What follows belongs to an exercise in optimizing a design on an open flow for small area and a short achievable clock period; a production flow would make more cautious choices. Where RTL was checked, it was by simulation tests only, not by an equivalence proof against the original.

Design lsm_top, start of the top module:
module lsm_top(
    (* io_buffer_type = "none" *)input clk_i,
    (* io_buffer_type = "none" *)input rst_n_i,
    (* io_buffer_type = "none" *)input signed [15:0] data_in,
    (* io_buffer_type = "none" *)input signed [15:0] data_ref,
    (* io_buffer_type = "none" *)output signed [15:0] error_o,
    (* io_buffer_type = "none" *)output signed [15:0] data_o
    );
  reg [10:1] valid;
  reg [143:0] taps9;
  reg [15:0]  tap10;
  always @(posedge clk_i or negedge rst_n_i) begin
    if (!rst_n_i) begin
      valid <= 10'd0;
      taps9 <= {16'h0129, 16'h012B, 16'h012C, 16'h012E, 16'h012D, 16'h012D, 16'h012C, 16'h012B, 16'h012A};
    end else begin
      valid <= {valid[9:1], 1'b1};
      taps9 <= {taps9[127:0], data_in};
    end
  end
  always @(posedge clk_i)
    tap10 <= taps9[143:128];
  wire [159:0] taps = {tap10, taps9};
  error_calcu error_calcu_dut (
    .clk_i   (clk_i),
    .rst_n_i (rst_n_i),
    .data_in (data_in),
    .data_ref(data_ref),
    .valid9  (valid[9]),
    .error_o (error_o)
  );
  wire [143:0] coefs;
  wire [17:0] es = {{2{error_o[15]}}, error_o};
  wire [17:0] e383 = (es << 8) + (es << 7) - es;
  wire en_one0 = e383[0] ^ 1'b0;
  wire en_two0 = (e383[1] & ~e383[0] & ~1'b0) | (~e383[1] & e383[0] & 1'b0);
  wire en_neg0 = e383[1];
  wire en_one1 = e383[2] ^ e383[1];
  ...
export LEC_CHECK = 0
export ABC_AREA = 1
export CAP_MARGIN = 20
export CORE_MARGIN = 2
export CORE_UTILIZATION = 55
export PLACE_DENSITY = 0.65
export SETUP_SLACK_MARGIN = 5
export SLEW_MARGIN = 20
export SYNTH_HIERARCHICAL = 1
export SYNTH_MINIMUM_KEEP_SIZE = 0
create_clock -name core_clock -period 14.0 [get_ports {clk_i}]
standard.sh (not shown) runs the stock make flow with config.mk's settings and CLKGATE_MAP_FILE= SYNTH_SCRIPT=/design/flow/synth_recipe.tcl, a recipe that flattens the netlist after the stock synthesis.
==> flow/flow/run.sh <==
#!/bin/bash
set -euo pipefail
MARGIN=7.5
sed -e "s/SETUP_SLACK_MARGIN=[0-9.]*/SETUP_SLACK_MARGIN=$MARGIN/" standard.sh > standard_margin.sh
grep -q "SETUP_SLACK_MARGIN=$MARGIN" standard_margin.sh
bash standard_margin.sh > standard.log 2>&1
Edit:
--- a/flow/flow/run.sh
+++ b/flow/flow/run.sh
@@ -3 +3 @@
-MARGIN=7.5
+MARGIN=7.2
Result:
- final cell count fell by 0.72%
- setup slack gets worse by 0.11 ns
- global-route usage fell by 0.38 points
Function was not checked in any run of this note: the RTL went through the layout flow alone.

lsm_top, a different RTL version from the one above (not shown whole).
Size: ~9600 cells after synthesis, about 66 I/O pins, about 100000 um^2 of cells after synthesis.
==> flow/config.mk <==
export PLATFORM = sky130hd
export DESIGN_NAME = lsm_top
export DESIGN_NICKNAME = lsm_top
export VERILOG_FILES = /design/flow/design.v
export SDC_FILE = /design/flow/constraint.sdc
export NUM_CORES = 4
export LEC_CHECK = 0
export ABC_AREA = 1
export CAP_MARGIN = 20
export CORE_MARGIN = 2
export CORE_UTILIZATION = 55
export PLACE_DENSITY = 0.65
export SETUP_SLACK_MARGIN = 5
export SLEW_MARGIN = 20
export SYNTH_HIERARCHICAL = 1
export SYNTH_MINIMUM_KEEP_SIZE = 0
==> flow/constraint.sdc <==
create_clock -name core_clock -period 14.0 [get_ports {clk_i}]
set_input_delay 2.8000 -clock core_clock [delete_from_list [all_inputs] [get_ports {clk_i}]]
set_output_delay 2.8000 -clock core_clock [all_outputs]
set_load 0.01 [all_outputs]
==> flow/flow/run.sh <==
#!/bin/bash
set -euo pipefail
MARGIN=7.4
CTS="-sink_clustering_enable -repair_clock_nets -dont_use_dummy_load"
sed -e "s/SETUP_SLACK_MARGIN=[0-9.]*/SETUP_SLACK_MARGIN=$MARGIN/" \
    -e "s/\"\${@:-finish}\"/REMOVE_ABC_BUFFERS=1 CTS_ARGS='$CTS' \"\${@:-finish}\"/" standard.sh > standard_custom.sh
grep -q "SETUP_SLACK_MARGIN=$MARGIN" standard_custom.sh
grep -q "REMOVE_ABC_BUFFERS=1" standard_custom.sh
bash standard_custom.sh > standard.log 2>&1
==> next run, changes <==
--- a/flow/flow/run.sh
+++ b/flow/flow/run.sh
@@ -3 +3 @@
-MARGIN=7.4
+MARGIN=7.2
Outcome:
- The changed run finished clean
- worst hold slack improved by 0.0042 ns
- die area does not change
- routed wire length came out lower by 2.0%
- flip-flop and latch count does not change
- design area came out lower by about 2.4%
- clock skew hardly moves
- global-route usage came out lower by 0.62 points
==> next run, changes <==
- TNS_END_PERCENT: unset -> 20
Outcome:
- The changed run went through all stages and came out clean
- maximum frequency falls by 2.2%
- hold slack loses 0.0039 ns
- non-clock buffer count climbs by 3
==> next run, changes <==
--- a/flow/flow/run.sh
+++ b/flow/flow/run.sh
@@ -4 +4 @@
-CTS="-sink_clustering_enable -repair_clock_nets -dont_use_dummy_load"
+CTS="-sink_clustering_enable -repair_clock_nets -dont_use_dummy_load -sink_clustering_size 24 -sink_clustering_max_diameter 80"
- TNS_END_PERCENT: 20 -> unset
After rerunning: Final cell count grows slightly; wire length rose slightly; core utilization came out higher by 0.37 points; synthesized cell count does not change.

lsm_top, a different RTL version from the one above (not shown whole).
Size in the first run: ~9,400 cells after synthesis, roughly 570 flip-flops, about 98,000 µm² of cells after synthesis.
==> flow/config.mk <==
export PLATFORM = sky130hd
export DESIGN_NAME = lsm_top
export DESIGN_NICKNAME = lsm_top
export VERILOG_FILES = /design/flow/design.v
export SDC_FILE = /design/flow/constraint.sdc
export NUM_CORES = 4
export LEC_CHECK = 0
export ABC_AREA = 1
export CAP_MARGIN = 5
export CORE_MARGIN = 2
export CORE_UTILIZATION = 55
export PLACE_DENSITY = 0.65
export SETUP_SLACK_MARGIN = 5
export SLEW_MARGIN = 5
export SYNTH_HIERARCHICAL = 1
export SYNTH_MINIMUM_KEEP_SIZE = 0
==> flow/constraint.sdc <==
create_clock -name core_clock -period 14.0 [get_ports {clk_i}]
set_input_delay 2.8000 -clock core_clock [delete_from_list [all_inputs] [get_ports {clk_i}]]
set_output_delay 2.8000 -clock core_clock [all_outputs]
set_load 0.01 [all_outputs]
==> flow/flow/run.sh <==
#!/bin/bash
set -euo pipefail
MARGIN=7.2
CTS="-sink_clustering_enable -repair_clock_nets -dont_use_dummy_load"
sed -e "s/SETUP_SLACK_MARGIN=[0-9.]*/SETUP_SLACK_MARGIN=$MARGIN/" \
    -e "s/\"\${@:-finish}\"/REMOVE_ABC_BUFFERS=1 CTS_ARGS='$CTS' \"\${@:-finish}\"/" standard.sh > standard_custom.sh
grep -q "SETUP_SLACK_MARGIN=$MARGIN" standard_custom.sh
grep -q "REMOVE_ABC_BUFFERS=1" standard_custom.sh
bash standard_custom.sh > standard.log 2>&1
Change:
--- a/flow/flow/run.sh
+++ b/flow/flow/run.sh
@@ -1,5 +1,5 @@
 #!/bin/bash
 set -euo pipefail
-MARGIN=7.2
+MARGIN=7.1
 CTS="-sink_clustering_enable -repair_clock_nets -dont_use_dummy_load"
 sed -e "s/SETUP_SLACK_MARGIN=[0-9.]*/SETUP_SLACK_MARGIN=$MARGIN/" \
- CAP_MARGIN: 5 -> 20
- SLEW_MARGIN: 5 -> 20
Setup slack got worse by 80 ps.
Sequential share of layout area rose by 0.13 points.
Clock skew fell by 4.7 ps.
Global-route usage fell by 0.15 points.
Change:
--- a/flow/flow/run.sh
+++ b/flow/flow/run.sh
@@ -1,5 +1,5 @@
 #!/bin/bash
 set -euo pipefail
-MARGIN=7.1
+MARGIN=7.2
 CTS="-sink_clustering_enable -repair_clock_nets -dont_use_dummy_load"
 sed -e "s/SETUP_SLACK_MARGIN=[0-9.]*/SETUP_SLACK_MARGIN=$MARGIN/" \
=>
- The changed run went through all stages and came out clean
- worst setup slack improved by 81 ps
- design area came out higher by 1.1%
- via count came out higher by about 0.46%

==> static timing again, ports no longer ideal <==
How much do the figures lean on ideal ports? The routed layouts below were timed once more, with nothing changed but the port constraints. Step 1 (the two cells are an assumption about what drives the block):
set clk [get_ports {clk_i}]
set_driving_cell -lib_cell sky130_fd_sc_hd__clkbuf_16 $clk
set_driving_cell -lib_cell sky130_fd_sc_hd__buf_2 [delete_from_list [all_inputs] $clk]
Step 2, shift: input delay + t, output delay - t, t = (earliest + latest rising clock arrival at the registers) / 2. This alone moves slack from input paths to output paths. Slacks: no drivers / after step 1 / after step 2; pairs: no drivers / after step 1.
run | t (ns) | setup slack, ns | worst register clock-pin slew, ns
the first run of note 1 | 0.857 | 7.222 / 7.127 / 7.127 | 0.09 / 0.09
the second run of note 1 | 0.846 | 7.114 / 7.114 / 7.114 | 0.08 / 0.08
the first run of note 2 | 0.802 | 7.231 / 7.222 / 7.222 | 0.07 / 0.07
the second run of note 2 | 0.798 | 7.171 / 7.158 / 7.158 | 0.07 / 0.07
the third run of note 2 | 0.802 | 7.019 / 7.019 / 7.019 | 0.07 / 0.07
the fourth run of note 2 | 0.807 | 7.057 / 7.057 / 7.057 | 0.09 / 0.09
the first run of note 3 | 0.791 | 7.135 / 7.053 / 7.053 | 0.07 / 0.07
the second run of note 3 | 0.792 | 7.055 / 7.054 / 7.054 | 0.07 / 0.07
the third run of note 3 | 0.795 | 7.136 / 7.061 / 7.061 | 0.07 / 0.07
After both steps every run listed still meets setup and hold. The setup slack of the first run of note 1, which loses most, moves by -0.095 ns with the drivers and by -0.095 ns with both steps.
